This is an optimization exercise on Yosys and OpenROAD, whose aim is a short achievable clock period and few clock cycles, not a production implementation.
In this exercise RTL edits were held to simulation tests only and were not proved equivalent to the original.
Power is estimated from default activity; no workload was simulated.

<file path="flow/design.v">
module main(
    input  wire        clk,
    input  wire        rst,
    output wire [31:0] imem_addr,
    input  wire [31:0] imem_rdata,
    output wire [31:0] dmem_addr,
    output wire        dmem_re,
    output wire [3:0]  dmem_wstrb,
    output wire [31:0] dmem_wdata,
    input  wire [31:0] dmem_rdata
);
    reg  [31:0] pc;
    reg         d_valid;
    reg  [31:0] d_pc, d_inst, d_imm;
    reg         d_wb, d_mr, d_mw, d_br, d_jal, d_jalr, d_lui, d_urs1, d_urs2;
    reg         d_alusrc, d_pre;
    reg  [9:0]  d_aluop;    
    reg         e_nb;      
    reg         e_wbe, e_mr, e_mw, e_jal, e_jalr;
    reg         e_isbr, e_ceq, e_clt, e_cltu, e_cinv;
    reg  [4:0]  e_rd;
    reg  [2:0]  e_f3;
    reg  [31:0] e_imm, e_tgt, e_prev;
    reg  [31:0] e_a, e_b, e_o;
    reg  [9:0]  e_aluop;
    reg         e_pre;
    reg  [31:0] m_res, m_wdata;
    reg  [3:0]  m_wstrb;
    reg  [4:0]  m_rd;
    reg         m_wbe, m_mr;
    reg  [2:0]  m_f3;
    reg  [31:0] w_val;
    reg  [4:0]  w_rd;
    reg         w_wbe;
    reg  [31:0] rf [1:31];
    wire branch, hdu;
    wire [31:0] bpc, c, wbval;
    assign imem_addr = pc;
    wire [31:0] fi = imem_rdata;
    wire [6:0]  fop = fi[6:0];
    wire [2:0]  ff3 = fi[14:12];
    wire f_op    = (fop == 7'd51);
    wire f_opimm = (fop == 7'd19);
    wire f_load  = (fop == 7'd3);
    wire f_store = (fop == 7'd35);
    wire f_jalr  = (fop == 7'd103);
    wire f_jal   = (fop == 7'd111);
    wire f_auipc = (fop == 7'd23);
    wire f_lui   = (fop == 7'd55);
    wire f_br    = (fop == 7'd99);
    wire f_alu   = f_op | f_opimm;
    reg [31:0] f_imm;
    always @(*) begin
        if (f_store)              f_imm = {{20{fi[31]}}, fi[31:25], fi[11:7]};
        else if (f_auipc | f_lui) f_imm = {fi[31:12], 12'b0};
        else if (f_jal)           f_imm = {{11{fi[31]}}, fi[31], fi[19:12], fi[20], fi[30:21], 1'b0};
        else if (f_br)            f_imm = {{19{fi[31]}}, fi[31], fi[7], fi[30:25], fi[11:8], 1'b0};
        else                      f_imm = {{20{fi[31]}}, fi[31:20]};
    end
    reg [9:0] f_aluop;
    always @(*) begin
        f_aluop = 10'b0000000001;                       
        if (f_alu) begin
            case (ff3)
                3'd0: f_aluop = (f_op & fi[30]) ? 10'b0000000010 : 10'b0000000001;
                3'd1: f_aluop = 10'b0000000100;
                3'd2: f_aluop = 10'b0000001000;
                3'd3: f_aluop = 10'b0000010000;
                3'd4: f_aluop = 10'b0000100000;
                3'd5: f_aluop = fi[30] ? 10'b0010000000 : 10'b0001000000;
                3'd6: f_aluop = 10'b0100000000;
                3'd7: f_aluop = 10'b1000000000;
            endcase
        end
    end
    wire [31:0] pcs = pc + {29'd0, !hdu, 2'b00};
    always @(posedge clk)
        pc <= rst ? 32'd0 : branch ? bpc : pcs;
    always @(posedge clk) begin
        if (rst || branch)
            d_valid <= 1'b0;
        else if (!hdu)
            d_valid <= 1'b1;
        if (!hdu) begin
            d_pc     <= pc;
            d_inst   <= fi;
            d_imm    <= f_imm;
            d_wb     <= f_alu | f_load | f_jalr | f_jal | f_auipc | f_lui;
            d_mr     <= f_load;
            d_mw     <= f_store;
            d_br     <= f_br;
            d_jal    <= f_jal;
            d_jalr   <= f_jalr;
            d_lui    <= f_lui;
            d_urs1   <= f_alu | f_load | f_store | f_jalr | f_br;
            d_urs2   <= f_op | f_store | f_br;
            d_alusrc <= f_opimm | f_load | f_store;
            d_pre    <= f_jal | f_jalr | f_auipc | f_lui;
            d_aluop  <= f_aluop;
        end
    end
    wire [4:0] rs1 = d_inst[19:15];
    wire [4:0] rs2 = d_inst[24:20];
    wire [4:0] rd  = d_inst[11:7];
    wire [2:0] f3  = d_inst[14:12];
    reg [31:0] rd1, rd2;
    always @(*) begin
        if (rs1 == 5'd0)                 rd1 = 32'd0;
        else if (w_wbe && w_rd == rs1)   rd1 = w_val;
        else                             rd1 = rf[rs1];
        if (rs2 == 5'd0)                 rd2 = 32'd0;
        else if (w_wbe && w_rd == rs2)   rd2 = w_val;
        else                             rd2 = rf[rs2];
    end
    wire [31:0] tgt = d_pc + d_imm;
    wire [31:0] pc4 = d_pc + 32'd4;
    wire [31:0] prev = (d_jal | d_jalr) ? pc4 : d_lui ? d_imm : tgt;
    assign hdu = d_valid && e_mr && e_nb && (e_rd != 5'd0) &&
                 ((d_urs1 && e_rd == rs1) || (d_urs2 && e_rd == rs2));
    wire fam = !rst && e_wbe && e_nb && e_rd == rs1;
    wire faw = !fam && !rst && m_wbe && m_rd == rs1;
    wire fbm = !rst && e_wbe && e_nb && e_rd == rs2;
    wire fbw = !fbm && !rst && m_wbe && m_rd == rs2;
    wire kill = rst || hdu;
    wire dv   = d_valid;
    always @(posedge clk) begin
        e_nb   <= !branch;
        e_wbe  <= !kill && dv && d_wb && rd != 5'd0;
        e_mr   <= !kill && dv && d_mr;
        e_mw   <= !kill && dv && d_mw;
        e_jal  <= !kill && dv && d_jal;
        e_jalr <= !kill && dv && d_jalr;
        e_isbr <= !kill && dv && d_br && f3 != 3'd2 && f3 != 3'd3;
        e_ceq  <= f3[2:1] == 2'd0;
        e_clt  <= f3[2:1] == 2'd2;
        e_cltu <= f3[2:1] == 2'd3;
        e_cinv <= f3[0];
        e_rd   <= rd;
        e_f3   <= f3;
        e_imm  <= d_imm;
        e_tgt  <= tgt;
        e_prev <= prev;
        e_a    <= fam ? c : faw ? wbval : rd1;
        e_b    <= fbm ? c : fbw ? wbval : rd2;
        e_o    <= (fbm && !d_alusrc) ? c : d_alusrc ? d_imm : fbw ? wbval : rd2;
        e_aluop <= d_pre ? 10'd0 : d_aluop;
        e_pre  <= d_pre;
    end
    wire [31:0] a  = e_a;
    wire [31:0] b  = e_b;
    wire [31:0] ob = e_o;
    wire [31:0] sum  = a + ob;
    wire [31:0] diff = a - ob;
    wire        slt  = $signed(a) < $signed(ob);
    wire        sltu = a < ob;
    wire [31:0] sll  = a << ob[4:0];
    wire [31:0] srl  = a >> ob[4:0];
    wire [31:0] sra  = $signed(a) >>> ob[4:0];
    assign c = ({32{e_aluop[0]}} & sum) |
                    ({32{e_aluop[1]}} & diff) |
                    ({32{e_aluop[2]}} & sll) |
                    {31'd0, e_aluop[3] & slt} |
                    {31'd0, e_aluop[4] & sltu} |
                    ({32{e_aluop[5]}} & (a ^ ob)) |
                    ({32{e_aluop[6]}} & srl) |
                    ({32{e_aluop[7]}} & sra) |
                    ({32{e_aluop[8]}} & (a | ob)) |
                    ({32{e_aluop[9]}} & (a & ob)) |
                    ({32{e_pre}} & e_prev);
    wire beq   = (a == b);
    wire lt31  = a[30:0] < b[30:0];
    wire samesg = a[31] == b[31];
    wire blt   = samesg ? lt31 : a[31];
    wire bltu  = samesg ? lt31 : b[31];
    wire cmp   = (e_ceq & beq) | (e_clt & blt) | (e_cltu & bltu);
    wire jj    = e_nb & (e_jal | e_jalr);
    wire bb    = e_nb & e_isbr;
    assign branch = jj | (bb & (cmp ^ e_cinv));
    wire [31:0] jt = a + e_imm;
    assign bpc = e_jalr ? {jt[31:1], 1'b0} : e_tgt;
    always @(posedge clk) begin
        m_res   <= c;
        m_rd    <= e_rd;
        m_f3    <= e_f3;
        m_wbe   <= !rst && e_wbe && e_nb;
        m_mr    <= !rst && e_mr && e_nb;
        if (rst || !e_mw || !e_nb)
            m_wstrb <= 4'b0000;
        else case (e_f3[1:0])
            2'd0:    m_wstrb <= 4'b0001 << sum[1:0];
            2'd1:    m_wstrb <= sum[1] ? 4'b1100 : 4'b0011;
            default: m_wstrb <= 4'b1111;
        endcase
        case (e_f3[1:0])
            2'd0:    m_wdata <= {4{b[7:0]}};
            2'd1:    m_wdata <= {2{b[15:0]}};
            default: m_wdata <= b;
        endcase
    end
    assign dmem_addr  = m_res;
    assign dmem_re    = m_mr;
    assign dmem_wstrb = m_wstrb;
    assign dmem_wdata = m_wdata;
    wire [31:0] sh = dmem_rdata >> {m_res[1:0], 3'b000};
    reg  [31:0] ld;
    always @(*) begin
        case (m_f3)
            3'd0:    ld = {{24{sh[7]}}, sh[7:0]};
            3'd1:    ld = {{16{sh[15]}}, sh[15:0]};
            3'd4:    ld = {24'b0, sh[7:0]};
            3'd5:    ld = {16'b0, sh[15:0]};
            default: ld = dmem_rdata;
        endcase
    end
    assign wbval = m_mr ? ld : m_res;
    always @(posedge clk) begin
        w_val <= wbval;
        w_rd  <= m_rd;
        w_wbe <= !rst && m_wbe;
    end
    always @(posedge clk) begin
        if (w_wbe && w_rd != 5'd0)
            rf[w_rd] <= w_val;
    end
endmodule
</file>
<file path="flow/flow/run.sh">
#!/bin/bash
set -euo pipefail
bash standard.sh SETUP_SLACK_MARGIN=7 finish > flow_orfs.log 2>&1
</file>
<file path="flow/standard.sh">
#!/bin/bash
# synth_recipe.tcl (not shown) runs the flow's synth.tcl, then flattens the netlist and writes it again
# the make line also repeats each setting of config.mk as NAME=value (left out here)
make -C /OpenROAD-flow-scripts/flow DESIGN_CONFIG=/design/flow/config.mk WORK_HOME=/design/flow/orfs CLKGATE_MAP_FILE= SYNTH_SCRIPT=/design/flow/synth_recipe.tcl "${@:-finish}"
</file>
<file path="flow/config.mk">
export PLATFORM = sky130hd
export DESIGN_NAME = main
export DESIGN_NICKNAME = main
export VERILOG_FILES = /design/flow/design.v
export SDC_FILE = /design/flow/constraint.sdc
export NUM_CORES = 4
export LEC_CHECK = 0
export CAP_MARGIN = 20
export CORE_MARGIN = 2
export CORE_UTILIZATION = 60
export PLACE_DENSITY = 0.7
export SLEW_MARGIN = 20
</file>
<file path="flow/constraint.sdc">
create_clock -name core_clock -period 10.0 [get_ports {clk}]
set_input_delay 2.0000 -clock core_clock [delete_from_list [all_inputs] [get_ports {clk}]]
set_output_delay 2.0000 -clock core_clock [all_outputs]
set_load 0.01 [all_outputs]
</file>
==> metrics.md, run 1 <==
| Metric | Value |
|---|---|
| Sequential area share after synthesis | 53.07% |
| Critical path class | reg -> reg |
| Starting DRC count in detailed routing | 13,119 |
| RSZ-0062 raised after global routing | true |
| Clock latency on the worst-skew pair | 840 ps |
| P per Cell Area | 195.4 nW/um^2 |
| Net Count, Synth | 5,945 |
| Chip width | 360.6 um |
| CP endpoint kind | flop |
| Worst relative slew slack | 19.12% |
| Netlist cell types | 99 |
| Peak VDD IR | 0.2770 mV |
| Total detailed-routing wirelength | 358,800 um |
| Top FF cell, synth | edfxtp_1 |
| Crit path DAT | 4620 ps |
| Reg area | 40,900 sq um |
| Startpoint types | flop |
| Clk_skew | 66.00 ps |
| CTS tree | yes |
| Initial antenna violation count | 32 |
| Final cycle utilization of the critical path | 39.11% |
| Number of remaining DRC errors | 0 |
| Fin. Hold Viols | 0 |
| Clock sinks | 1,475 |
| # hold bufs at CTS | 0 |
| Initial core utilization | 60.60% |
| Cts bufs inserted | 154 |
| Crit path time final | 3911 ps |
| P_leak | 0.03472 uW |
| Total power | 18,860 uW |
| Post-layout nets | 6,562 |
| Worst slack, placed | 4359 ps |
| FP Rows | 130 |
| CP max stage cell | buf_4 |
| Die Y | 360.6 um |
| Multi-input logic area | 37,910 sq um |
| Global-route wire length before repair | 475,100 um |
| GRT overflow | 0 |
| Post-Syn Area | 76,300 sq um |
| Number of synthesized flops with an enable pin | 1,095 |
| Die area | 130,000 sq um |
| Warnings, synthesis | 1 |
| Antenna-violating nets left | 0 |
| Root Driver | clkbuf_16 |
| Yosys reg bits | 1,475 |
| Req. time, crit path | 10,700 ps |
| CTS Buffer Depth | 3 |
| Area share of the largest cell type after synthesis | 43.10% |
| Max-cap violation count | 0 |
| F_max | 0.2557 GHz |
| Max Transition Viols Final | 0 |
| Largest net degree at the start of global routing | 65 |
| IO buf count | 166 |
| Min-delay worst type | reg -> reg |
| H-tree Lvls | 4 |
| CP Max Fanout | 40 |
| Clock transition at the registers of the reported paths | 60 ps |
| Top cells by area, synth | edfxtp_1 (43%), mux4_2 (17%), dfxtp_1 (10%) |
| Mapped Avg Cell Area | 13.43 sq um |
| Overall Global Routing Usage | 52.47% |
| FFs w/ async S/R, synth | 0% |
| Routed len/inst | 44.28 um |
| Worst Hold Launch | e_f3[2]$_DFF_P_ |
| Share of layout cells above drive strength 1 | 38.92% |
| Total number of vias | 65,293 |
| CP delay by family, top | multiplexers |
| Max stage delay on crit path | 710 ps |
| DP Wirelength | 190,600 um |
| Synth area leader | edfxtp_1 |
| DRT Pass-1 Iters | 18 |
| Setup violations, final | 0 |
| Setup_tns | 0 ps |
| Crit path buffers/inverters | 1 |
| Worst setup margin | 6089 ps |
| Vias in the first global route | 61,110 |
| Hold slack | 341.4 ps |
| I/O pin cnt | 167 |
| Run status | timing/DRC/antenna clean |
| Core Area | 125,900 sq um |
| Gpl congestion | 1.115 |
| DR vias/cell | 8.060 |
| Core Util, Final | 76.66% |
| Layout filler cell count | 7,145 |
| Layout area overhead | 26.49% |
| Crit-path cells | buf_4 > mux4_2 > mux2i_2 > a21oi_1 > a221o_1 > o21a_1 > mux2_4 |
| Synth Instances | 5,683 |
| Actual slew at the worst max-slew pin | 1212 ps |
==> through the flow <==
| step | area, sq um | instances |
|---|---|---|
| final | 96510 | 8101 |
| after global routing | 96460 | 8079 |
| after CTS | 94220 | 7978 |
| after detailed placement | 80150 | 7250 |
| after global placement | 80130 | 7249 |
| after floorplan | 77030 | 5683 |
==> cells by family (layout without fill, tap and decap cells) <==
| kind of cell | count (synthesis) | count (layout) | synth area share (%) |
|---|---|---|---|
| simple gates | 1164 | 1174 | 6.794 |
| fa+ha+maj | 196 | 196 | 3.254 |
| flops | 1475 | 1475 | 53.07 |
| buf+inv | 575 | 1309 | 3.170 |
| other cells | 0 | 23 | 0 |
| compound gates | 1255 | 1256 | 10.81 |
| mux | 873 | 873 | 21.24 |
| xor+xnor | 145 | 145 | 1.664 |
==> worst paths after layout <==
check | end | slack (ps) | cells past startpoint
worst max-delay path | e_o[14]$_DFF_P_ | 6090 | 7
worst min-delay path | m_f3[2]$_DFF_P_ | 340 | 0
worst max register to register | e_o[14]$_DFF_P_ | 6090 | 7
worst min register to register | m_f3[2]$_DFF_P_ | 340 | 0
==> per-layer routing <==
metal / global-route usage [%] / routed length [um]
met3: 22.49 / 62330
met1: 64.93 / 113100
met2: 73.97 / 145500
met4: 37.33 / 37370
met5: 0.5919 / 391
==> placed cells by master, fill, tap and decap left out, drive strengths merged, types with 87 or more instances in the layout <==
cell    count
mux4      589
nor2      470
clkbuf    213
buf       747
a21oi     338
ha        192
a211oi    201
mux2i     235
xnor2      87
nand2     329
edfxtp   1095
inv       192
dfxtp     380
o21ai     268
==> cell usage after synthesis, drive strengths merged (43+ instances only) <==
master  number
dfxtp      380
nor2       469
clkbuf     225
nand2      328
o21ai      268
mux2i      235
nor3        61
xnor2       87
xor2        58
buf        157
ha         192
nor2b       44
nand4       43
inv        191
a21o        58
a21oi      337
nand3       72
edfxtp    1095
a211oi     201
mux2        49
a221oi      50
mux4       589
==> final cells by class <==
type | instances | share of cell area, %
multi-input cells | 3644 | 39.28
inverters | 193 | 0.8310
flip-flops and latches | 1475 | 42.37
repair buffers | 832 | 9.892
well taps | 1650 | 2.139
diodes | 23 | 0.05963
clock buffers | 207 | 4.457
clock inverters | 77 | 0.9710
==> power breakdown <==
part           switching (uW)  internal, uW
clock network            2740          3400
registers                 796          7350
logic                    2670          1900
total                    6210         12700
==> worst reg2reg max path: cells and delay by family, from the launching register on <==
family	cells	cell delay [ps]
DFF	1	670
buffers and inverters	1	740
AOI/OAI and AO/OA	3	1000
muxes	3	1380
==> sequential cells by signal (all words and copies together), names as in the netlist, 4 cells and up, named ones only <==
signal,count
d_aluop,10
d_imm,32
d_inst,18
d_pc,32
e_a,32
e_aluop,10
e_b,32
e_imm,32
e_o,32
e_prev,32
e_rd,5
e_tgt,32
m_rd,5
m_res,32
m_wdata,32
m_wstrb,4
pc,32
rf,992
w_rd,5
w_val,32
==> what timing repair did <==
action	CTS	global route
cloned	58	4
gates resized for setup	1543	319
setup endpoints to repair	436	299
pin swaps	200	157
endpoints found under the hold margin	0	0
buffers inserted	386	96
Testbench counts, summed over its fixed seeds: cycles 39,136.
==> run 2, diff against run 1 <==
--- a/flow/config.mk
+++ b/flow/config.mk
@@ -9,4 +9,4 @@
 export CORE_MARGIN = 2
-export CORE_UTILIZATION = 60
-export PLACE_DENSITY = 0.7
+export CORE_UTILIZATION = 40
+export PLACE_DENSITY = 0.6
 export SLEW_MARGIN = 20
==> metrics.md, run 2 <==
| Metric | Value |
|---|---|
| Run status | timing/DRC/antenna clean (unchanged) |
| P_leak | 0.03424 uW (was 0.03472 uW) |
| I/O pin cnt | 167 (unchanged) |
| Netlist cell types | 99 (unchanged) |
| Crit path DAT | 4280 ps (was 4620 ps) |
| Final cycle utilization of the critical path | 36.35% (was 39.11%) |
| Crit path time final | 3635 ps (was 3911 ps) |
| Initial antenna violation count | 19 (was 32) |
| Yosys reg bits | 1,475 (unchanged) |
| Req. time, crit path | 10,650 ps (was 10,700 ps) |
| CP Max Fanout | 4 (was 40) |
| Multi-input logic area | 37,560 sq um (was 37,910 sq um) |
| FP Rows | 160 (was 130) |
| FF-to-FF path depth | 16 (was 7) |
| Max-cap violation count | 0 (unchanged) |
| P per Cell Area | 190.1 nW/um^2 (was 195.4 nW/um^2) |
| Reg2reg end | e_a[28]$_DFF_P_ (was e_o[14]$_DFF_P_) |
| # hold bufs at CTS | 0 (unchanged) |
| CP delay by family, top | simple AND/OR/NAND/NOR gates (was multiplexers) |
| End of the worst hold path | e_rd[1]$_DFF_P_ (was m_f3[2]$_DFF_P_) |
| Setup_tns | 0 ps (unchanged) |
| Top FF cell, synth | edfxtp_1 (unchanged) |
| Largest net degree at the start of global routing | 65 (unchanged) |
| Post-layout nets | 6,512 (was 6,562) |
| Share of layout cells above drive strength 1 | 37.22% (was 38.92%) |
| Initial core utilization | 40.20% (was 60.60%) |
| DP Wirelength | 184,500 um (was 190,600 um) |
| Net Count, Synth | 5,945 (unchanged) |
| Routed len/inst | 35.23 um (was 44.28 um) |
| Die area | 194,300 sq um (was 130,000 sq um) |
| Mapped Avg Cell Area | 13.43 sq um (unchanged) |
| Highest-count cells in the layout ignoring fill and taps | edfxtp_1 (1,095), mux4_2 (587), nor2_1 (385) (was edfxtp_1 (1,095), mux4_2 (587), buf_4 (430)) |
| Max FFs per register | 992 (unchanged) |
| Core Util, Final | 50.86% (was 76.66%) |
| Sequential area share after synthesis | 53.07% (unchanged) |
| Area share of the largest cell type after synthesis | 43.10% (unchanged) |
| Commonest cells post-synth | edfxtp_1 (1,095), mux4_2 (582), nor2_1 (468) (unchanged) |
| Startpoint types | flop (unchanged) |
| Actual slew at the worst max-slew pin | 1171 ps (was 1212 ps) |
| CTS Buffer Depth | 3 (unchanged) |
| Top cells by area, synth | edfxtp_1 (43%), mux4_2 (17%), dfxtp_1 (10%) (unchanged) |
| Cts bufs inserted | 159 (was 154) |
| Worst relative slew slack | 21.84% (was 19.12%) |
| Core Area | 189,800 sq um (was 125,900 sq um) |
| Total number of vias | 57,362 (was 65,293) |
| Warnings, synthesis | 1 (unchanged) |
| Max Transition Viols Final | 0 (unchanged) |
| FFs w/ async S/R, synth | 0% (unchanged) |
| Starting DRC count in detailed routing | 7,032 (was 13,119) |
| Reg with most FFs | rf (unchanged) |
| Synth Instances | 5,683 (unchanged) |
| Number of remaining DRC errors | 0 (unchanged) |
| Register-to-Register Setup Slack | 6360 ps (was 6090 ps) |
| CP max stage cell | or4_4 (was buf_4) |
| H-tree Lvls | 4 (unchanged) |
| Overall Global Routing Usage | 31.69% (was 52.47%) |
| DRT Pass-1 Iters | 6 (was 18) |
| Global-route wire length before repair | 431,400 um (was 475,100 um) |
| Critical path class | reg -> reg (unchanged) |
| Placed Cells incl. Taps | 8,107 (was 7,250) |
| Total detailed-routing wirelength | 313,700 um (was 358,800 um) |
| Vias in the first global route | 56,021 (was 61,110) |
| Post-Syn Area | 76,300 sq um (unchanged) |
| Gpl congestion | 0.9900 (was 1.115) |
| Max stage delay on crit path | 580 ps (was 710 ps) |
| Reg area | 40,900 sq um (about the same) |
| Clk_skew | 80.99 ps (was 66.00 ps) |
| Synth area leader | edfxtp_1 (unchanged) |
| Crit path from | e_a[0]$_DFF_P_ |
| Clock transition at the registers of the reported paths | 60 ps (about the same) |
| Chip width | 440.7 um (was 360.6 um) |
| Clock latency on the worst-skew pair | 830 ps (was 840 ps) |
| Most common cell after layout, fill and taps aside | edfxtp_1 (unchanged) |
| Die Y | 440.7 um (was 360.6 um) |
| Number of synthesized flops with an enable pin | 1,095 (unchanged) |
| IO buf count | 166 (unchanged) |
| Worst Hold Launch | d_inst[8]$_DFFE_PN_ (was e_f3[2]$_DFF_P_) |
| Final Non-Filler Cells | 8,905 (was 8,101) |
| Hold Path Depth | 0 (unchanged) |
| Root Driver | clkbuf_16 (unchanged) |
| Most common cell in the netlist | edfxtp_1 (unchanged) |
| RR Startpoint | e_a[0]$_DFF_P_ |
| RSZ-0062 raised after global routing | true (unchanged) |
| DR vias/cell | 6.442 (was 8.060) |
| CP endpoint kind | flop (unchanged) |
| F_max | 0.2751 GHz (was 0.2557 GHz) |
| Min-delay worst type | reg -> reg (unchanged) |
| Clock sinks | 1,475 (unchanged) |
| Fin. Hold Viols | 0 (unchanged) |
| Crit path buffers/inverters | 4 (was 1) |
| Setup violations, final | 0 (unchanged) |
| Crit-path cells | buf_6 > buf_12 > ha_4 > inv_2 > fa_2 > and2b_1 > o21ai_2 > o211a_4 > nor4_4 > buf_4 > nor2_4 > o21ai_4 > a31oi_4 > mux2i_1 > or4_4 > mux2_4 (was buf_4 > mux4_2 > mux2i_2 > a21oi_1 > a221o_1 > o21a_1 > mux2_4) |
| Antenna-violating nets left | 0 (unchanged) |
| Peak VDD IR | 0.1527 mV (was 0.2770 mV) |
| Layout area overhead | 26.51% (was 26.49%) |
| CTS tree | yes (unchanged) |
| Layout filler cell count | 15,836 (was 7,145) |
| GRT overflow | 0 (unchanged) |
run 2: cell types whose count changed in the layout (fill, tap and decap cells not counted), sizes merged, moves of 4 or more:
cell	previous run	this run
diode	23	16
buf	747	691
clkinv	54	58
bufinv	13	6
clkbuf	213	217
clkdlybuf4s50	38	43
run 2: repair_timing:
item / in CTS / in global routing
setup buffers: 341 / 89
endpoints found under the setup margin: 388 / 339
cloned: 60 / 2
pin swaps: 171 / 145
resized for setup: 1411 / 292
run 2: area by class of cell:
type	count	share of cell area, %
clock inverters	75	0.7129
multi-input cells	3641	38.91
repair buffers	779	9.323
repair inverters	1	0.005185
diodes	16	0.04148
inverters	193	0.8205
clock buffers	214	4.567
flip-flops and latches	1475	42.37
well taps	2511	3.255
run 2: where the power goes:
group / leakage (uW) / switching (uW) / total (uW) / internal, uW
registers: 0.0133 / 809 / 8170 / 7360
logic: 0.0184 / 2470 / 4360 / 1890
clock network: 0.00250 / 2560 / 5830 / 3270
total: 0.0342 / 5840 / 18400 / 12500
run 2: cells by family after synthesis:
kind of cell               Yosys count  synth area share, %
AOI/OAI and AO/OA                 1255                10.81
xor gates and xnor gates           145                1.664
adders and majority gates          196                3.254
muxes                              873                21.24
and+or+nand+nor                   1164                6.794
DFF                               1475                53.07
buffers and inverters              575                3.170
run 2: worst max-delay path by stage:
stage,endpoint,cells after the start
after floorplan,pc[28]$_SDFF_PP0_,17
after global placement,e_o[22]$_DFF_P_,10
after detailed placement,e_o[22]$_DFF_P_,10
after CTS,e_o[14]$_DFF_P_,13
after global routing,e_o[12]$_DFF_P_,15
final,e_a[28]$_DFF_P_,16
run 2: worst register-to-register path: cells and delay by family (launching register included):
family          cells  cell delay [ps]
buf+inv             4              430
simple gates        4             1010
mux                 2              470
flops               1              370
fa+ha+maj           2              520
compound gates      4              680
run 2: metrics by stage:
| step | hold WS (ps) | total power [uW] | instance area (sq um) | setup slack (ps) |
|---|---|---|---|---|
| detailed placement | 328.3 | 11230 | 81210 | 4494 |
| CTS | 371.2 | 17940 | 94430 | 6461 |
| global placement | 328.9 | 11200 | 81200 | 4486 |
| floorplan | 309.6 | 9661 | 77030 | 5737 |
| global route | 384.8 | 18800 | 96490 | 6288 |
| finish | 371.9 | 18350 | 96530 | 6365 |
run 2: metal layers:
layer  vias up  track usage (%)  routed length, um
li1      23574                -                  -
met1     29300            38.70             112700
met5         -                0                 11
met2      3526            49.50             143800
met3       960            7.398              30260
met4         2            22.61              26900
==> run 3, diff against run 2 <==
--- a/flow/design.v
+++ b/flow/design.v
@@ -1 +1,45 @@
+module alu(
+    input  wire [31:0] a,
+    input  wire [31:0] b,
+    input  wire [9:0]  op,
+    input  wire        pre,
+    input  wire [31:0] prev,
+    output wire [31:0] c,
+    output wire [31:0] sum
+);
+    wire [31:0] diff = a - b;
+    wire        slt  = $signed(a) < $signed(b);
+    wire        sltu = a < b;
+    wire [31:0] sll  = a << b[4:0];
+    wire [31:0] srl  = a >> b[4:0];
+    wire [31:0] sra  = $signed(a) >>> b[4:0];
+    assign sum = a + b;
+    assign c = ({32{op[0]}} & sum) |
+               ({32{op[1]}} & diff) |
+               ({32{op[2]}} & sll) |
+               {31'd0, op[3] & slt} |
+               {31'd0, op[4] & sltu} |
+               ({32{op[5]}} & (a ^ b)) |
+               ({32{op[6]}} & srl) |
+               ({32{op[7]}} & sra) |
+               ({32{op[8]}} & (a | b)) |
+               ({32{op[9]}} & (a & b)) |
+               ({32{pre}} & prev);
+endmodule
+module branch_cmp(
+    input  wire [31:0] a,
+    input  wire [31:0] b,
+    input  wire        ceq,
+    input  wire        clt,
+    input  wire        cltu,
+    input  wire        inv,
+    output wire        cond
+);
+    wire beq    = (a == b);
+    wire lt31   = a[30:0] < b[30:0];
+    wire samesg = a[31] == b[31];
+    wire blt    = samesg ? lt31 : a[31];
+    wire bltu   = samesg ? lt31 : b[31];
+    assign cond = ((ceq & beq) | (clt & blt) | (cltu & bltu)) ^ inv;
+endmodule
 module main(
@@ -151,29 +195,10 @@
     wire [31:0] ob = e_o;
-    wire [31:0] sum  = a + ob;
-    wire [31:0] diff = a - ob;
-    wire        slt  = $signed(a) < $signed(ob);
-    wire        sltu = a < ob;
-    wire [31:0] sll  = a << ob[4:0];
-    wire [31:0] srl  = a >> ob[4:0];
-    wire [31:0] sra  = $signed(a) >>> ob[4:0];
-    assign c = ({32{e_aluop[0]}} & sum) |
-                    ({32{e_aluop[1]}} & diff) |
-                    ({32{e_aluop[2]}} & sll) |
-                    {31'd0, e_aluop[3] & slt} |
-                    {31'd0, e_aluop[4] & sltu} |
-                    ({32{e_aluop[5]}} & (a ^ ob)) |
-                    ({32{e_aluop[6]}} & srl) |
-                    ({32{e_aluop[7]}} & sra) |
-                    ({32{e_aluop[8]}} & (a | ob)) |
-                    ({32{e_aluop[9]}} & (a & ob)) |
-                    ({32{e_pre}} & e_prev);
-    wire beq   = (a == b);
-    wire lt31  = a[30:0] < b[30:0];
-    wire samesg = a[31] == b[31];
-    wire blt   = samesg ? lt31 : a[31];
-    wire bltu  = samesg ? lt31 : b[31];
-    wire cmp   = (e_ceq & beq) | (e_clt & blt) | (e_cltu & bltu);
+    wire [31:0] sum;
+    alu u_alu(.a(a), .b(ob), .op(e_aluop), .pre(e_pre), .prev(e_prev), .c(c), .sum(sum));
+    wire cond;
+    branch_cmp u_cmp(.a(a), .b(b), .ceq(e_ceq), .clt(e_clt), .cltu(e_cltu), .inv(e_cinv),
+                     .cond(cond));
     wire jj    = e_nb & (e_jal | e_jalr);
     wire bb    = e_nb & e_isbr;
-    assign branch = jj | (bb & (cmp ^ e_cinv));
+    assign branch = jj | (bb & cond);
     wire [31:0] jt = a + e_imm;
--- a/flow/config.mk
+++ b/flow/config.mk
@@ -12 +12,2 @@
 export SLEW_MARGIN = 20
+export SYNTH_HIERARCHICAL = 1
==> metrics.md, run 3 <==
| Metric | Value |
|---|---|
| Overall Global Routing Usage | 30.87% (was 31.69%) |
| Die area | 192,700 sq um (was 194,300 sq um) |
| Net Count, Synth | 5,842 (was 5,945) |
| Final cycle utilization of the critical path | 36.80% (was 36.35%) |
| Max-cap violation count | 0 (unchanged) |
| Share of layout cells above drive strength 1 | 38.33% (was 37.22%) |
| Critical path class | reg -> reg (unchanged) |
| Post-layout nets | 6,421 (was 6,512) |
| F_max | 0.2718 GHz (was 0.2751 GHz) |
| Starting DRC count in detailed routing | 7,106 (was 7,032) |
| Number of remaining DRC errors | 0 (unchanged) |
| Root Driver | clkbuf_16 (unchanged) |
| FP Rows | 159 (was 160) |
| FF-to-FF path depth | 13 (was 16) |
| DP Wirelength | 181,800 um (was 184,500 um) |
| P_leak | 0.03425 uW (was 0.03424 uW) |
| Setup_tns | 0 ps (unchanged) |
| Synth Instances | 5,580 (was 5,683) |
| GRT overflow | 0 (unchanged) |
| Crit path time final | 3680 ps (was 3635 ps) |
| Largest net degree at the start of global routing | 72 (was 65) |
| Max Transition Viols Final | 0 (unchanged) |
| Clock latency on the worst-skew pair | 830 ps (about the same) |
| RR Startpoint | e_o[0]$_DFF_P_ (was e_a[0]$_DFF_P_) |
| Vias in the first global route | 54,755 (was 56,021) |
| Initial core utilization | 40.30% (was 40.20%) |
| Req. time, crit path | 10,680 ps (was 10,650 ps) |
| Total detailed-routing wirelength | 304,500 um (was 313,700 um) |
| Post-Syn Area | 75,690 sq um (was 76,300 sq um) |
| Run status | timing/DRC/antenna clean (unchanged) |
| Worst relative slew slack | 19.68% (was 21.84%) |
| Core Area | 187,800 sq um (was 189,800 sq um) |
| Highest-count cells in the layout ignoring fill and taps | edfxtp_1 (1,095), mux4_2 (553), buf_4 (420) (was edfxtp_1 (1,095), mux4_2 (587), nor2_1 (385)) |
| Chip width | 439.0 um (was 440.7 um) |
| Final Non-Filler Cells | 8,793 (was 8,905) |
| I/O pin cnt | 167 (unchanged) |
| Min-delay worst type | reg -> reg (unchanged) |
| Layout area overhead | 26.61% (was 26.51%) |
| Routed len/inst | 34.63 um (was 35.23 um) |
| Clock transition at the registers of the reported paths | 60 ps (about the same) |
| CTS tree | yes (unchanged) |
| Worst Hold Launch | e_f3[2]$_DFF_P_ (was d_inst[8]$_DFFE_PN_) |
| End of the worst hold path | m_f3[2]$_DFF_P_ (was e_rd[1]$_DFF_P_) |
| CP endpoint kind | flop (unchanged) |
| Cts bufs inserted | 159 (unchanged) |
| Peak VDD IR | 0.2021 mV (was 0.1527 mV) |
| IO buf count | 166 (unchanged) |
| H-tree Lvls | 4 (unchanged) |
| Setup violations, final | 0 (unchanged) |
| Gpl congestion | 1.030 (was 0.9900) |
| DRT Pass-1 Iters | 6 (unchanged) |
| P per Cell Area | 193.4 nW/um^2 (was 190.1 nW/um^2) |
| Initial antenna violation count | 19 (unchanged) |
| Clk_skew | 62.94 ps (was 80.99 ps) |
| Hold Path Depth | 0 (unchanged) |
| Startpoint types | flop (unchanged) |
| Global-route wire length before repair | 419,600 um (was 431,400 um) |
| Warnings, synthesis | 7 (was 1) |
| CP Max Fanout | 6 (was 4) |
| Actual slew at the worst max-slew pin | 1201 ps (was 1171 ps) |
| Clock sinks | 1,475 (unchanged) |
| Crit path DAT | 4360 ps (was 4280 ps) |
| Fin. Hold Viols | 0 (unchanged) |
| Most common cell after layout, fill and taps aside | edfxtp_1 (unchanged) |
| Antenna-violating nets left | 0 (unchanged) |
| Reg2reg end | e_o[18]$_DFF_P_ (was e_a[28]$_DFF_P_) |
| Reg with most FFs | rf (unchanged) |
| Total number of vias | 56,148 (was 57,362) |
| Register-to-Register Setup Slack | 6320 ps (was 6360 ps) |
| Max FFs per register | 992 (unchanged) |
| CTS Buffer Depth | 3 (unchanged) |
| Core Util, Final | 51.03% (was 50.86%) |
| DR vias/cell | 6.386 (was 6.442) |
| Die Y | 439.0 um (was 440.7 um) |
| RSZ-0062 raised after global routing | true (unchanged) |
| Mapped Avg Cell Area | 13.56 sq um (was 13.43 sq um) |
| Hold slack | 328.5 ps (was 371.9 ps) |
| Placed Cells incl. Taps | 7,976 (was 8,107) |
[run 3: final cells by class]
type / count / area [sq um]
antenna: 10 / 25.02
clock buffer: 208 / 4298
clock inverter: 82 / 988.4
fill: 15652 / 91970
inverter: 191 / 800.8
multi-input combinational: 3536 / 37000
sequential: 1475 / 40950
tap: 2495 / 3122
timing repair buffer: 794 / 8627
timing repair inverter: 2 / 16.27
[run 3: critical path, stage by stage, from the launching register on]
cell     delay, ps
dfxtp_4        370
buf_12         140
ha_4           160
fa_2           400
o21ba_4        210
or2_4          260
a21o_4         250
a31oi_4        240
or2_4          190
o221a_4        180
nor2_2          30
or4_4          560
mux2_4         290
mux2_4         270
[run 3: metrics by stage]
stage / setup slack (ps) / power (uW) / area [sq um]
after floorplan: 5605 / 9741 / 76580
after global placement: 5016 / 11270 / 80660
after detailed placement: 4983 / 11290 / 80700
after CTS: 6350 / 18040 / 93230
after global routing: 6300 / 19000 / 95810
final: 6320 / 18540 / 95830
[run 3: report_power, final]
part | switching (uW) | internal (uW)
clock | 2620 | 3380
sequential | 856 | 7400
combinational | 2390 | 1890
total | 5860 | 12700
[run 3: worst max-delay path by stage]
| stage | start | endpoint | slack (ps) | cells past startpoint |
|---|---|---|---|---|
| after floorplan | d_inst[24]$_DFFE_PP_ | pc[28]$_SDFF_PP0_ | 5610 | 16 |
| after global placement | e_a[4]$_DFF_P_ | pc[28]$_SDFF_PP0_ | 5020 | 13 |
| after detailed placement | e_a[4]$_DFF_P_ | pc[28]$_SDFF_PP0_ | 4980 | 13 |
| after CTS | e_o[0]$_DFF_P_ | e_o[28]$_DFF_P_ | 6350 | 15 |
| after global routing | e_a[0]$_DFF_P_ | e_o[30]$_DFF_P_ | 6300 | 15 |
| final | e_o[0]$_DFF_P_ | e_o[18]$_DFF_P_ | 6320 | 13 |
[run 3: what timing repair did]
| action | in CTS | in global routing |
|---|---|---|
| endpoints found under the setup margin | 414 | 381 |
| resized for setup | 1407 | 297 |
| cloned | 40 | 6 |
| setup buffers | 323 | 147 |
| pin swaps | 145 | 159 |
| hold endpoints to repair | 0 | 0 |
| hold buffers | 0 | 0 |
[run 3: per-layer routing]
| metal | part of all wire (%) | GRT usage (%) | routed length [um] | vias up |
|---|---|---|---|---|
| met1 | 35 | 37.31 | 107300 | 28630 |
| met3 | 9.4 | 6.388 | 28690 | 883 |
| met2 | 47 | 49.47 | 142600 | 3412 |
| met5 | 0.013 | 0 | 41 | - |
| li1 | - | - | - | 23215 |
| met4 | 8.5 | 21.68 | 25840 | 8 |
Testbench counts of run 3, summed over its fixed seeds: cycles 39,136.
==> run 4, diff against run 3 <==
--- a/flow/design.v
+++ b/flow/design.v
@@ -71,2 +71,4 @@
     reg  [31:0] m_res, m_wdata;
+    reg  [31:0] m_addr;    
+    reg         m_ld;      
     reg  [3:0]  m_wstrb;
@@ -168,2 +170,13 @@
     wire kill = rst || hdu;
+    wire fal = faw && m_ld;
+    wire fax = faw && !m_ld;
+    wire far = !fam && !faw;
+    wire fbl = fbw && m_ld;
+    wire fbx = fbw && !m_ld;
+    wire fbr = !fbm && !fbw;
+    wire oi  = d_alusrc;
+    wire om  = fbm && !d_alusrc;
+    wire ol  = fbl && !d_alusrc;
+    wire ox  = fbx && !d_alusrc;
+    wire orr = fbr && !d_alusrc;
     wire dv   = d_valid;
@@ -186,5 +199,6 @@
         e_prev <= prev;
-        e_a    <= fam ? c : faw ? wbval : rd1;
-        e_b    <= fbm ? c : fbw ? wbval : rd2;
-        e_o    <= (fbm && !d_alusrc) ? c : d_alusrc ? d_imm : fbw ? wbval : rd2;
+        e_a    <= ({32{fam}} & c) | ({32{fal}} & ld) | ({32{fax}} & m_res) | ({32{far}} & rd1);
+        e_b    <= ({32{fbm}} & c) | ({32{fbl}} & ld) | ({32{fbx}} & m_res) | ({32{fbr}} & rd2);
+        e_o    <= ({32{om}} & c) | ({32{ol}} & ld) | ({32{ox}} & m_res) | ({32{oi}} & d_imm) |
+                  ({32{orr}} & rd2);
         e_aluop <= d_pre ? 10'd0 : d_aluop;
@@ -207,2 +221,4 @@
         m_res   <= c;
+        m_addr  <= {32{e_mr | e_mw}} & c;
+        m_ld    <= e_mr;
         m_rd    <= e_rd;
@@ -224,3 +240,3 @@
     end
-    assign dmem_addr  = m_res;
+    assign dmem_addr  = m_addr;
     assign dmem_re    = m_mr;
@@ -239,3 +255,3 @@
     end
-    assign wbval = m_mr ? ld : m_res;
+    assign wbval = m_ld ? ld : m_res;
     always @(posedge clk) begin
==> metrics.md, run 4 <==
| Metric | Value |
|---|---|
| Mapped Avg Cell Area | 13.13 sq um (was 13.56 sq um) |
| P_leak | 0.03496 uW (was 0.03425 uW) |
| GRT overflow | 0 (unchanged) |
| Initial core utilization | 40.20% (was 40.30%) |
| Warnings, synthesis | 7 (unchanged) |
| Max stage delay on crit path | 410 ps (was 560 ps) |
| Core Area | 192,200 sq um (was 187,800 sq um) |
| Post-layout nets | 6,707 (was 6,421) |
| CP Max Fanout | 7 (was 6) |
| RSZ-0062 raised after global routing | true (unchanged) |
| CP delay by family, top | compound AO/OA/AOI/OAI gates (was simple AND/OR/NAND/NOR gates) |
| P per Cell Area | 189.5 nW/um^2 (was 193.4 nW/um^2) |
| Gpl congestion | 0.9844 (was 1.030) |
| Highest-count cells in the layout ignoring fill and taps | edfxtp_1 (1,095), mux4_2 (561), buf_4 (399) (was edfxtp_1 (1,095), mux4_2 (553), buf_4 (420)) |
| Psw | 5834 uW (was 5858 uW) |
| IO buf count | 166 (unchanged) |
| H-tree Lvls | 4 (unchanged) |
| Net Count, Synth | 6,146 (was 5,842) |
| Total number of vias | 58,369 (was 56,148) |
| FP Rows | 161 (was 159) |
| Part of the power in registers | 44.7% (was 44.6%) |
| Crit path buffers/inverters | 2 (was 1) |
| Crit path DAT | 4290 ps (was 4360 ps) |
| Initial antenna violation count | 24 (was 19) |
| Cts bufs inserted | 160 (was 159) |
| CP endpoint kind | flop (unchanged) |
| Total detailed-routing wirelength | 311,400 um (was 304,500 um) |
| Reg with most FFs | rf (unchanged) |
| Setup_tns | 0 ps (unchanged) |
| Sw Share | 31.42% (was 31.60%) |
| Max Transition Viols Final | 0 (unchanged) |
| Clock sinks | 1,508 (was 1,475) |
| Antenna-violating nets left | 0 (unchanged) |
| Number of remaining DRC errors | 0 (unchanged) |
| Chip width | 443.5 um (was 439.0 um) |
| Final cycle utilization of the critical path | 36.12% (was 36.80%) |
| Crit path from | e_o[0]$_DFF_P_ (unchanged) |
| Fin. Hold Viols | 0 (unchanged) |
| Die Y | 443.5 um (was 439.0 um) |
| F_max | 0.2768 GHz (was 0.2718 GHz) |
| Internal | 12,730 uW (was 12,680 uW) |
| Min-delay worst type | reg -> reg (unchanged) |
| DP Wirelength | 188,500 um (was 181,800 um) |
| Crit path time final | 3612 ps (was 3680 ps) |
| Vias in the first global route | 56,812 (was 54,755) |
| Comb pwr share | 23.2% (was 23.1%) |
| RR Startpoint | e_o[0]$_DFF_P_ (unchanged) |
| Max-cap violation count | 0 (unchanged) |
| Root Driver | clkbuf_16 (unchanged) |
| Worst Hold Launch | e_f3[2]$_DFF_P_ (unchanged) |
| Post-Syn Area | 77,260 sq um (was 75,690 sq um) |
| Global-route wire length before repair | 431,800 um (was 419,600 um) |
| Synth Instances | 5,884 (was 5,580) |
| Worst relative slew slack | 23.07% (was 19.68%) |
| Crit-path cells | ha_4 > fa_2 > a21o_4 > a211oi_4 > o31ai_4 > a211oi_4 > o21ai_4 > a31oi_4 > buf_6 > xnor2_1 > a21oi_1 > o21ai_1 > buf_6 > nand2_4 > a21oi_2 > a21oi_1 > o211ai_1 (was buf_12 > ha_4 > fa_2 > o21ba_4 > or2_4 > a21o_4 > a31oi_4 > or2_4 > o221a_4 > nor2_2 > or4_4 > mux2_4 > mux2_4) |
| # hold bufs at CTS | 0 (unchanged) |
| Clock share of power | 32.1% (was 32.4%) |
| Run status | timing/DRC/antenna clean (unchanged) |
| DR vias/cell | 6.404 (was 6.386) |
| Starting DRC count in detailed routing | 7,806 (was 7,106) |
| I/O pin cnt | 167 (unchanged) |
| Startpoint types | flop (unchanged) |
| CP max stage cell | dfxtp_4 (was or4_4) |
| Actual slew at the worst max-slew pin | 1152 ps (was 1201 ps) |
| Req. time, crit path | 10,680 ps (about the same) |
| Peak VDD IR | 0.1358 mV (was 0.2021 mV) |
| Layout filler cell count | 16,184 (was 15,652) |
| Critical path class | reg -> reg (unchanged) |
| Setup violations, final | 0 (unchanged) |
| DRT Pass-1 Iters | 6 (unchanged) |
| Share of layout cells above drive strength 1 | 37.67% (was 38.33%) |
| CTS tree | yes (unchanged) |
| CTS Buffer Depth | 3 (unchanged) |
| Layout area overhead | 26.82% (was 26.61%) |
| Total power | 18,570 uW (was 18,540 uW) |
| Die area | 196,700 sq um (was 192,700 sq um) |
| Most common cell after layout, fill and taps aside | edfxtp_1 (unchanged) |
| Routed len/inst | 34.16 um (was 34.63 um) |
| Clk_skew | 71.58 ps (was 62.94 ps) |
| Clock latency on the worst-skew pair | 830 ps (about the same) |
| Clock transition at the registers of the reported paths | 60 ps (about the same) |
| Overall Global Routing Usage | 30.79% (was 30.87%) |
| Max FFs per register | 992 (unchanged) |
| Largest net degree at the start of global routing | 66 (was 72) |
[run 4: power groups by stage]
| stage | clock network, uW | logic, uW | registers, uW |
|---|---|---|---|
| finish | 5960 | 4310 | 8290 |
| floorplan | 0 | 1880 | 8030 |
| global placement | 0 | 2870 | 8430 |
| detailed placement | 0 | 2870 | 8450 |
| global route | 6270 | 4470 | 8330 |
| CTS | 6000 | 3820 | 8250 |
[run 4: metrics by stage]
stage	hold slack, ps	instances	setup WS (ps)	cell area (sq um)	util [%]
floorplan	309.6	5884	5623	78180	-
global placement	311.1	8292	4819	82430	42.89
detailed placement	312.1	8292	4766	82430	42.89
CTS	325.6	8975	6480	95140	49.51
global route	344.5	9107	6339	97960	50.97
finish	327.6	9115	6388	97980	50.98
[run 4: worst register-to-register path, cell delays in order (launching register included)]
cell      delay [ps]
dfxtp_4          410
ha_4             200
fa_2             350
a21o_4           240
a211oi_4         300
o31ai_4          160
a211oi_4         320
o21ai_4          150
a31oi_4          280
buf_6            140
xnor2_1           50
a21oi_1          140
o21ai_1          120
buf_6            190
nand2_4           80
a21oi_2           50
a21oi_1          180
o211ai_1         140
[run 4: layout make-up]
type / instances / area [sq um] / share of cell area, %
repair inverters: 3 / 22.52 / 0.02299
flip-flops and latches: 1508 / 41560 / 42.42
inverters: 183 / 775.7 / 0.7918
clock buffers: 206 / 4395 / 4.486
clock inverters: 84 / 804.5 / 0.8211
repair buffers: 792 / 8657 / 8.836
diodes: 16 / 40.04 / 0.04086
multi-input cells: 3797 / 38560 / 39.36
well taps: 2526 / 3161 / 3.226
[run 4: per-layer routing]
layer	up-vias	GRT usage, %	share of wire (%)
li1	24165	-	-
met4	10	19.72	7.4
met5	-	0	0.016
met1	29730	38.79	37
met3	883	6.184	9.3
met2	3581	48.56	47
[run 4: final timing paths]
kind / end / slack (ps) / depth (start not counted)
max: e_o[26]$_DFF_P_ / 6390 / 17
min: m_f3[2]$_DFF_P_ / 330 / 0
max reg2reg: e_o[26]$_DFF_P_ / 6390 / 17
min reg2reg: m_f3[2]$_DFF_P_ / 330 / 0
[run 4: timing repair]
item,CTS,global route
resized for setup,1444,400
setup buffers,348,117
cloned,45,7
endpoints found under the setup margin,487,342
pin swaps,172,185
Testbench counts of run 4, summed over its fixed seeds: cycles 39,136.
==> run 5, diff against run 4 <==
--- a/flow/design.v
+++ b/flow/design.v
@@ -6,4 +6,7 @@
     input  wire [31:0] prev,
+    input  wire        s_a, s_b, s_o, s_m,
+    input  wire [31:0] r_a, r_b, r_o,
     output wire [31:0] c,
-    output wire [31:0] sum
+    output wire [31:0] sum,
+    output wire [31:0] n_a, n_b, n_o, n_m
 );
@@ -27,4 +30,9 @@
                ({32{pre}} & prev);
+    assign n_a = ({32{s_a}} & c) | r_a;
+    assign n_b = ({32{s_b}} & c) | r_b;
+    assign n_o = ({32{s_o}} & c) | r_o;
+    assign n_m = {32{s_m}} & c;
 endmodule
-module branch_cmp(
+module branch_unit(
+    input  wire        rst,
     input  wire [31:0] a,
@@ -35,3 +43,10 @@
     input  wire        inv,
-    output wire        cond
+    input  wire        jj,
+    input  wire        bb,
+    input  wire        jalr,
+    input  wire [31:0] imm,
+    input  wire [31:0] tgt,
+    input  wire [31:0] pcs,
+    output wire        branch,
+    output wire [31:0] pc_next
 );
@@ -42,3 +57,7 @@
     wire bltu   = samesg ? lt31 : b[31];
-    assign cond = ((ceq & beq) | (clt & blt) | (cltu & bltu)) ^ inv;
+    wire cond   = ((ceq & beq) | (clt & blt) | (cltu & bltu)) ^ inv;
+    assign branch = jj | (bb & cond);
+    wire [31:0] jt  = a + imm;
+    wire [31:0] bpc = jalr ? {jt[31:1], 1'b0} : tgt;
+    assign pc_next = rst ? 32'd0 : branch ? bpc : pcs;
 endmodule
@@ -82,3 +101,3 @@
     wire branch, hdu;
-    wire [31:0] bpc, c, wbval;
+    wire [31:0] pc_next, c, wbval;
     assign imem_addr = pc;
@@ -123,3 +142,3 @@
     always @(posedge clk)
-        pc <= rst ? 32'd0 : branch ? bpc : pcs;
+        pc <= pc_next;
     always @(posedge clk) begin
@@ -182,2 +201,6 @@
     wire dv   = d_valid;
+    wire [31:0] r_a = ({32{fal}} & ld) | ({32{fax}} & m_res) | ({32{far}} & rd1);
+    wire [31:0] r_b = ({32{fbl}} & ld) | ({32{fbx}} & m_res) | ({32{fbr}} & rd2);
+    wire [31:0] r_o = ({32{ol}} & ld) | ({32{ox}} & m_res) | ({32{oi}} & d_imm) |
+                      ({32{orr}} & rd2);
     always @(posedge clk) begin
@@ -199,6 +222,5 @@
         e_prev <= prev;
-        e_a    <= ({32{fam}} & c) | ({32{fal}} & ld) | ({32{fax}} & m_res) | ({32{far}} & rd1);
-        e_b    <= ({32{fbm}} & c) | ({32{fbl}} & ld) | ({32{fbx}} & m_res) | ({32{fbr}} & rd2);
-        e_o    <= ({32{om}} & c) | ({32{ol}} & ld) | ({32{ox}} & m_res) | ({32{oi}} & d_imm) |
-                  ({32{orr}} & rd2);
+        e_a    <= n_a;
+        e_b    <= n_b;
+        e_o    <= n_o;
         e_aluop <= d_pre ? 10'd0 : d_aluop;
@@ -209,15 +231,15 @@
     wire [31:0] ob = e_o;
-    wire [31:0] sum;
-    alu u_alu(.a(a), .b(ob), .op(e_aluop), .pre(e_pre), .prev(e_prev), .c(c), .sum(sum));
-    wire cond;
-    branch_cmp u_cmp(.a(a), .b(b), .ceq(e_ceq), .clt(e_clt), .cltu(e_cltu), .inv(e_cinv),
-                     .cond(cond));
+    wire [31:0] sum, n_a, n_b, n_o, n_m;
+    alu u_alu(.a(a), .b(ob), .op(e_aluop), .pre(e_pre), .prev(e_prev),
+              .s_a(fam), .s_b(fbm), .s_o(om), .s_m(e_mr | e_mw),
+              .r_a(r_a), .r_b(r_b), .r_o(r_o),
+              .c(c), .sum(sum), .n_a(n_a), .n_b(n_b), .n_o(n_o), .n_m(n_m));
     wire jj    = e_nb & (e_jal | e_jalr);
     wire bb    = e_nb & e_isbr;
-    assign branch = jj | (bb & cond);
-    wire [31:0] jt = a + e_imm;
-    assign bpc = e_jalr ? {jt[31:1], 1'b0} : e_tgt;
+    branch_unit u_br(.rst(rst), .a(a), .b(b), .ceq(e_ceq), .clt(e_clt), .cltu(e_cltu),
+                     .inv(e_cinv), .jj(jj), .bb(bb), .jalr(e_jalr), .imm(e_imm), .tgt(e_tgt),
+                     .pcs(pcs), .branch(branch), .pc_next(pc_next));
     always @(posedge clk) begin
         m_res   <= c;
-        m_addr  <= {32{e_mr | e_mw}} & c;
+        m_addr  <= n_m;
         m_ld    <= e_mr;
==> metrics.md, run 5 <==
| Metric | Value |
|---|---|
| RSZ-0062 raised after global routing | true (unchanged) |
| F_max | 0.2939 GHz (was 0.2768 GHz) |
| IO buf count | 166 (unchanged) |
| Max Transition Viols Final | 0 (unchanged) |
| Post-layout nets | 6,761 (was 6,707) |
| Initial antenna violation count | 19 (was 24) |
| CTS tree | yes (unchanged) |
| Antenna-violating nets left | 0 (unchanged) |
| CP endpoint kind | primary output (was flop) |
| Max stage delay on crit path | 460 ps (was 410 ps) |
| Total power | 18,590 uW (was 18,570 uW) |
| Psw | 5901 uW (was 5834 uW) |
| Internal | 12,690 uW (was 12,730 uW) |
| # hold bufs at CTS | 0 (unchanged) |
| DP Wirelength | 190,900 um (was 188,500 um) |
| I/O pin cnt | 167 (unchanged) |
| CP delay by family, top | flip-flops (was compound AO/OA/AOI/OAI gates) |
| Total number of vias | 59,377 (was 58,369) |
| Final cycle utilization of the critical path | 34.02% (was 36.12%) |
| Mapped Avg Cell Area | 13.25 sq um (was 13.13 sq um) |
| Crit path DAT | 1400 ps (was 4290 ps) |
| Cts bufs inserted | 162 (was 160) |
| Highest-count cells in the layout ignoring fill and taps | edfxtp_1 (1,095), mux4_2 (530), buf_4 (434) (was edfxtp_1 (1,095), mux4_2 (561), buf_4 (399)) |
| Part of the power in registers | 44.2% (was 44.7%) |
| DRT Pass-1 Iters | 6 (unchanged) |
| GRT overflow | 0 (unchanged) |
| Min-delay worst type | reg -> reg (unchanged) |
| Fin. Hold Viols | 0 (unchanged) |
| Reg with most FFs | rf (unchanged) |
| Layout area overhead | 26.81% (was 26.82%) |
| H-tree Lvls | 4 (unchanged) |
| Clock share of power | 32.5% (was 32.1%) |
| Crit-path cells | buf_6 (was ha_4 > fa_2 > a21o_4 > a211oi_4 > o31ai_4 > a211oi_4 > o21ai_4 > a31oi_4 > buf_6 > xnor2_1 > a21oi_1 > o21ai_1 > buf_6 > nand2_4 > a21oi_2 > a21oi_1 > o211ai_1) |
| Net Count, Synth | 6,163 (was 6,146) |
| Synth Instances | 5,901 (was 5,884) |
| Clock sinks | 1,508 (unchanged) |
| Gpl congestion | 1.012 (was 0.9844) |
| Die area | 199,100 sq um (was 196,700 sq um) |
| CP Max Fanout | 1 (was 7) |
| Setup violations, final | 0 (unchanged) |
| Max FFs per register | 992 (unchanged) |
| FP Rows | 162 (was 161) |
| Initial core utilization | 40.19% (was 40.20%) |
| Crit path time final | 3402 ps (was 3612 ps) |
| Starting DRC count in detailed routing | 7,756 (was 7,806) |
| Global-route wire length before repair | 441,500 um (was 431,800 um) |
| Max-cap violation count | 0 (unchanged) |
| Clock transition at the registers of the reported paths | 70 ps (was 60 ps) |
| Run status | timing/DRC/antenna clean (unchanged) |
| Most common cell after layout, fill and taps aside | edfxtp_1 (unchanged) |
| Largest net degree at the start of global routing | 68 (was 66) |
| Critical path class | reg -> out (was reg -> reg) |
| Req. time, crit path | 8000 ps (was 10,680 ps) |
| Post-Syn Area | 78,210 sq um (was 77,260 sq um) |
| DR vias/cell | 6.465 (was 6.404) |
| Sw Share | 31.74% (was 31.42%) |
| P_leak | 0.03605 uW (was 0.03496 uW) |
| Vias in the first global route | 57,430 (was 56,812) |
| Share of layout cells above drive strength 1 | 36.62% (was 37.67%) |
| CTS Buffer Depth | 3 (unchanged) |
| Overall Global Routing Usage | 31.50% (was 30.79%) |
| Die Y | 446.2 um (was 443.5 um) |
| Root Driver | clkbuf_16 (unchanged) |
| P per Cell Area | 187.5 nW/um^2 (was 189.5 nW/um^2) |
| Number of remaining DRC errors | 0 (unchanged) |
| Layout filler cell count | 16,281 (was 16,184) |
| Crit path buffers/inverters | 1 (was 2) |
| Clock latency on the worst-skew pair | 840 ps (was 830 ps) |
| Total detailed-routing wirelength | 325,400 um (was 311,400 um) |
| Chip width | 446.2 um (was 443.5 um) |
| Routed len/inst | 35.43 um (was 34.16 um) |
| Warnings, synthesis | 7 (unchanged) |
| CP max stage cell | dfxtp_4 (unchanged) |
| Setup_tns | 0 ps (unchanged) |
| Actual slew at the worst max-slew pin | 1168 ps (was 1152 ps) |
| Core Area | 194,600 sq um (was 192,200 sq um) |
| Comb pwr share | 23.3% (was 23.2%) |
| Worst relative slew slack | 22.01% (was 23.07%) |
| Clk_skew | 78.87 ps (was 71.58 ps) |
| Startpoint types | flop (unchanged) |
| Peak VDD IR | 0.1421 mV (was 0.1358 mV) |
run 5: timing repair:
action | 4_1_cts | 5_1_grt
cloned | 51 | 17
setup endpoints to repair | 489 | 344
resized for setup | 1360 | 371
pin swaps | 174 | 202
buffers inserted | 315 | 154
run 5: routing by layer:
| metal | up-vias | wire length [um] | global-route usage, % |
|---|---|---|---|
| met3 | 964 | 31770 | 7.102 |
| met4 | 16 | 27630 | 21.75 |
| met1 | 30336 | 115000 | 38.05 |
| met2 | 3648 | 150800 | 50.19 |
| met5 | - | 108 | 0 |
| li1 | 24413 | - | - |
run 5: final timing paths:
path                 startpoint            endpoint  slack (ps)  cells past startpoint
max          m_addr[25]$_DFF_P_       dmem_addr[25]        6600                      1
min             e_f3[2]$_DFF_P_     m_f3[2]$_DFF_P_         310                      0
max reg2reg      e_a[5]$_DFF_P_  m_addr[30]$_DFF_P_        6670                     14
min reg2reg     e_f3[2]$_DFF_P_     m_f3[2]$_DFF_P_         310                      0
run 5: layout make-up:
type                       count  area, sq um  share of cell area (%)
inverter                     195        827.0                  0.8339
multi-input combinational   3792        38710                   39.03
tap                         2542         3181                   3.207
sequential                  1508        41510                   41.86
clock inverter                89        947.2                  0.9550
clock buffer                 209         4378                   4.414
antenna                        9        22.52                 0.02271
timing repair buffer         835         9557                   9.636
timing repair inverter         5        40.04                 0.04037
run 5: power by group through the flow:
stage | Combinational (uW) | Clock, uW | Sequential, uW
floorplan | 1960 | 0 | 8040
global placement | 3030 | 0 | 8330
detailed placement | 3040 | 0 | 8350
CTS | 3850 | 6110 | 8180
global route | 4500 | 6370 | 8250
finish | 4330 | 6050 | 8220
run 5: stage by stage:
stage          std cells  cell area [sq um]  util [%]  hold WS [ps]  setup slack, ps
2_1_floorplan       5901              78880         -         309.6             5593
3_3_place_gp        8340              83110     42.71         325.3             4978
3_5_place_dp        8340              83120     42.72         326.9             4967
4_1_cts             9004              95770     49.22         298.9             6608
5_1_grt             9176              99160     50.96         318.9             6581
6_report            9184              99180     50.97         311.8             6598
Testbench counts of run 5, summed over its fixed seeds: cycles 39,136.
==> run 6, diff against run 5 <==
--- a/flow/config.mk
+++ b/flow/config.mk
@@ -9,4 +9,4 @@
 export CORE_MARGIN = 2
-export CORE_UTILIZATION = 40
-export PLACE_DENSITY = 0.6
+export CORE_UTILIZATION = 50
+export PLACE_DENSITY = 0.62
 export SLEW_MARGIN = 20
==> metrics.md, run 6 <==
| Metric | Value |
|---|---|
| FP Rows | 145 (was 162) |
| Reg with most FFs | rf (unchanged) |
| Crit path time final | 3355 ps (was 3402 ps) |
| Comb pwr share | 24.0% (was 23.3%) |
| Layout area overhead | 27.13% (was 26.81%) |
| Post-layout nets | 6,809 (was 6,761) |
| Overall Global Routing Usage | 38.74% (was 31.50%) |
| Peak VDD IR | 0.1958 mV (was 0.1421 mV) |
| Max FFs per register | 992 (unchanged) |
| Clock share of power | 31.8% (was 32.5%) |
| CP endpoint kind | flop (was primary output) |
| Register-to-Register Setup Slack | 6710 ps (was 6670 ps) |
| Fin. Hold Viols | 0 (unchanged) |
| End of the worst hold path | m_f3[2]$_DFF_P_ (unchanged) |
| P_leak | 0.03647 uW (was 0.03605 uW) |
| Core Area | 155,800 sq um (was 194,600 sq um) |
| Synth Instances | 5,901 (unchanged) |
| Crit path DAT | 4020 ps (was 1400 ps) |
| Warnings, synthesis | 7 (unchanged) |
| Psw | 5895 uW (was 5901 uW) |
| Placed cell area | 82,500 sq um (was 83,120 sq um) |
| Part of the power in registers | 44.2% (about the same) |
| Die Y | 399.5 um (was 446.2 um) |
| Internal | 12,830 uW (was 12,690 uW) |
| IO buf count | 166 (unchanged) |
| Die area | 159,600 sq um (was 199,100 sq um) |
| Largest net degree at the start of global routing | 65 (was 68) |
| DRT Pass-1 Iters | 9 (was 6) |
| Antenna-violating nets left | 0 (unchanged) |
| Vias in the first global route | 57,098 (was 57,430) |
| Share of layout cells above drive strength 1 | 38.24% (was 36.62%) |
| Total detailed-routing wirelength | 319,800 um (was 325,400 um) |
| Most common cell after layout, fill and taps aside | edfxtp_1 (unchanged) |
| Run status | timing/DRC/antenna clean (unchanged) |
| Req. time, crit path | 10,660 ps (was 8000 ps) |
| Mapped Avg Cell Area | 13.25 sq um (unchanged) |
| Clock latency on the worst-skew pair | 820 ps (was 840 ps) |
| Reg2reg end | m_addr[30]$_DFF_P_ (unchanged) |
| DR vias/cell | 6.867 (was 6.465) |
| CTS Buffer Depth | 3 (unchanged) |
| Net Count, Synth | 6,163 (unchanged) |
| Worst relative slew slack | 22.16% (was 22.01%) |
| Initial antenna violation count | 15 (was 19) |
| H-tree Lvls | 4 (unchanged) |
| Global-route wire length before repair | 432,100 um (was 441,500 um) |
| Worst Hold Launch | e_f3[2]$_DFF_P_ (unchanged) |
| I/O pin cnt | 167 (unchanged) |
| FF-to-FF path depth | 14 (unchanged) |
| Clock sinks | 1,508 (unchanged) |
| Root Driver | clkbuf_16 (unchanged) |
| F_max | 0.2981 GHz (was 0.2939 GHz) |
| Setup violations, final | 0 (unchanged) |
| Post-route cell area | 99,430 sq um (was 99,180 sq um) |
| Total number of vias | 60,031 (was 59,377) |
| Initial core utilization | 50.18% (was 40.19%) |
| Actual slew at the worst max-slew pin | 1166 ps (was 1168 ps) |
| Worst setup margin | 6645 ps (was 6598 ps) |
| Hold Path Depth | 0 (unchanged) |
| Clk_skew | 59.94 ps (was 78.87 ps) |
| CP Max Fanout | 8 (was 1) |
| Cts bufs inserted | 160 (was 162) |
| RR Startpoint | e_o[0]$_DFF_P_ (was e_a[5]$_DFF_P_) |
| Layout filler cell count | 11,366 (was 16,281) |
| Min-delay worst type | reg -> reg (unchanged) |
| DP Wirelength | 186,700 um (was 190,900 um) |
| Max Transition Viols Final | 0 (unchanged) |
| CTS tree | yes (unchanged) |
| Sw Share | 31.49% (was 31.74%) |
| Max-cap violation count | 0 (unchanged) |
| Startpoint types | input pin (was flop) |
| Starting DRC count in detailed routing | 8,308 (was 7,756) |
| GRT overflow | 0 (unchanged) |
| Setup_tns | 0 ps (unchanged) |
| Final cycle utilization of the critical path | 33.55% (was 34.02%) |
| Hold slack | 328.3 ps (was 311.8 ps) |
| Gpl congestion | 1.002 (was 1.012) |
| P per Cell Area | 188.3 nW/um^2 (was 187.5 nW/um^2) |
| Worst slack, placed | 4647 ps (was 4967 ps) |
| Chip width | 399.5 um (was 446.2 um) |
| Routed len/inst | 36.59 um (was 35.43 um) |
| Post-Syn Area | 78,210 sq um (unchanged) |
| Critical path class | in -> reg (was reg -> out) |
| Highest-count cells in the layout ignoring fill and taps | edfxtp_1 (1,095), mux4_2 (530), buf_4 (461) (was edfxtp_1 (1,095), mux4_2 (530), buf_4 (434)) |
| RSZ-0062 raised after global routing | true (unchanged) |
| Number of remaining DRC errors | 0 (unchanged) |
| Clock transition at the registers of the reported paths | 60 ps (was 70 ps) |
run 6: power by group through the flow:
stage / registers [uW] / logic (uW) / clock network, uW
CTS: 8230 / 3900 / 5990
finish: 8270 / 4500 / 5960
detailed placement: 8390 / 3010 / 0
global route: 8290 / 4640 / 6240
floorplan: 8040 / 1960 / 0
global placement: 8380 / 3000 / 0
run 6: how the worst max path moves through the flow:
stage,endpoint,from,slack [ps],depth (start not counted)
global placement,e_o[25]$_DFF_P_,rst,4680,9
global route,e_o[16]$_DFF_P_,dmem_rdata[31],6650,11
finish,e_o[16]$_DFF_P_,dmem_rdata[31],6650,11
detailed placement,e_o[25]$_DFF_P_,rst,4650,9
CTS,imem_addr[1],pc[1]$_DFF_P_,6680,1
floorplan,pc[28]$_DFF_P_,d_inst[20]$_DFFE_PP_,5590,16
run 6: cell type report:
| cell class | count | area [sq um] | area share (%) |
|---|---|---|---|
| diodes | 7 | 17.52 | 0.01762 |
| clock buffers | 211 | 4400 | 4.426 |
| clock inverters | 81 | 832.0 | 0.8368 |
| inverters | 195 | 829.5 | 0.8343 |
| multi-input cells | 3791 | 38990 | 39.21 |
| flip-flops and latches | 1508 | 41510 | 41.75 |
| well taps | 2058 | 2575 | 2.590 |
| repair buffers | 885 | 10230 | 10.29 |
| repair inverters | 6 | 50.05 | 0.05034 |
run 6: timing repair:
| item | CTS | global route |
|---|---|---|
| gates resized for setup | 1412 | 398 |
| setup buffers | 338 | 185 |
| cloned | 51 | 18 |
| pin swaps | 203 | 222 |
| hold buffers | 0 | 0 |
| endpoints found under the setup margin | 431 | 366 |
run 6: layer usage:
| metal | up-vias | global-route usage, % | wire (um) |
|---|---|---|---|
| met5 | - | 0 | 40 |
| met4 | 6 | 25.17 | 25940 |
| met3 | 1095 | 9.692 | 35340 |
| met2 | 4049 | 60.87 | 146900 |
| met1 | 30370 | 47.75 | 111600 |
| li1 | 24511 | - | - |
run 6: worst max-delay path: stages:
cell and delay (ps):
buf_6 90, mux4_2 510, nand2b_4 100, and2_4 150
o31ai_4 90, buf_12 200, buf_16 160, o22ai_4 140
o22ai_2 110, mux2_4 300, a21o_1 150
run 6: through the flow:
| step | total power [uW] | util (%) | instances |
|---|---|---|---|
| global placement | 11380 | 52.93 | 7850 |
| detailed placement | 11400 | 52.94 | 7850 |
| CTS | 18110 | 61.44 | 8531 |
| global route | 19180 | 63.79 | 8736 |
| finish | 18720 | 63.80 | 8742 |
| floorplan | 9995 | - | 5901 |

port drivers added, routing unchanged:
Ports are ideal in the flow. The routed layouts listed here were re-timed in OpenROAD. Step 1: set_driving_cell puts a clkbuf_16 on clk and a buf_2 on each other input, an assumption about the parent block. Step 2, shift: input delay + t, output delay - t, t = (earliest + latest rising clock arrival at the registers) / 2. This alone moves slack from input paths to output paths. a / b / c = ideal / step 1 / step 2; a / b = the first two.
run	shift t [ns]	setup slack, ns	latest minus earliest clock arrival (ns)
run 1	0.898	6.089 / 6.089 / 5.709	0.079 / 0.078
run 2	0.877	6.365 / 6.365 / 5.736	0.081 / 0.081
run 3	0.891	6.320 / 6.320 / 5.844	0.071 / 0.071
run 4	0.883	6.388 / 6.388 / 5.979	0.075 / 0.075
run 5	0.889	6.598 / 6.506 / 5.900	0.082 / 0.081
run 6	0.879	6.645 / 6.608 / 5.822	0.062 / 0.062
After both steps setup and hold are still met in every run listed. For run 6, which loses most, drivers alone change the setup slack by -0.037 ns; drivers and shift together by -0.823 ns.
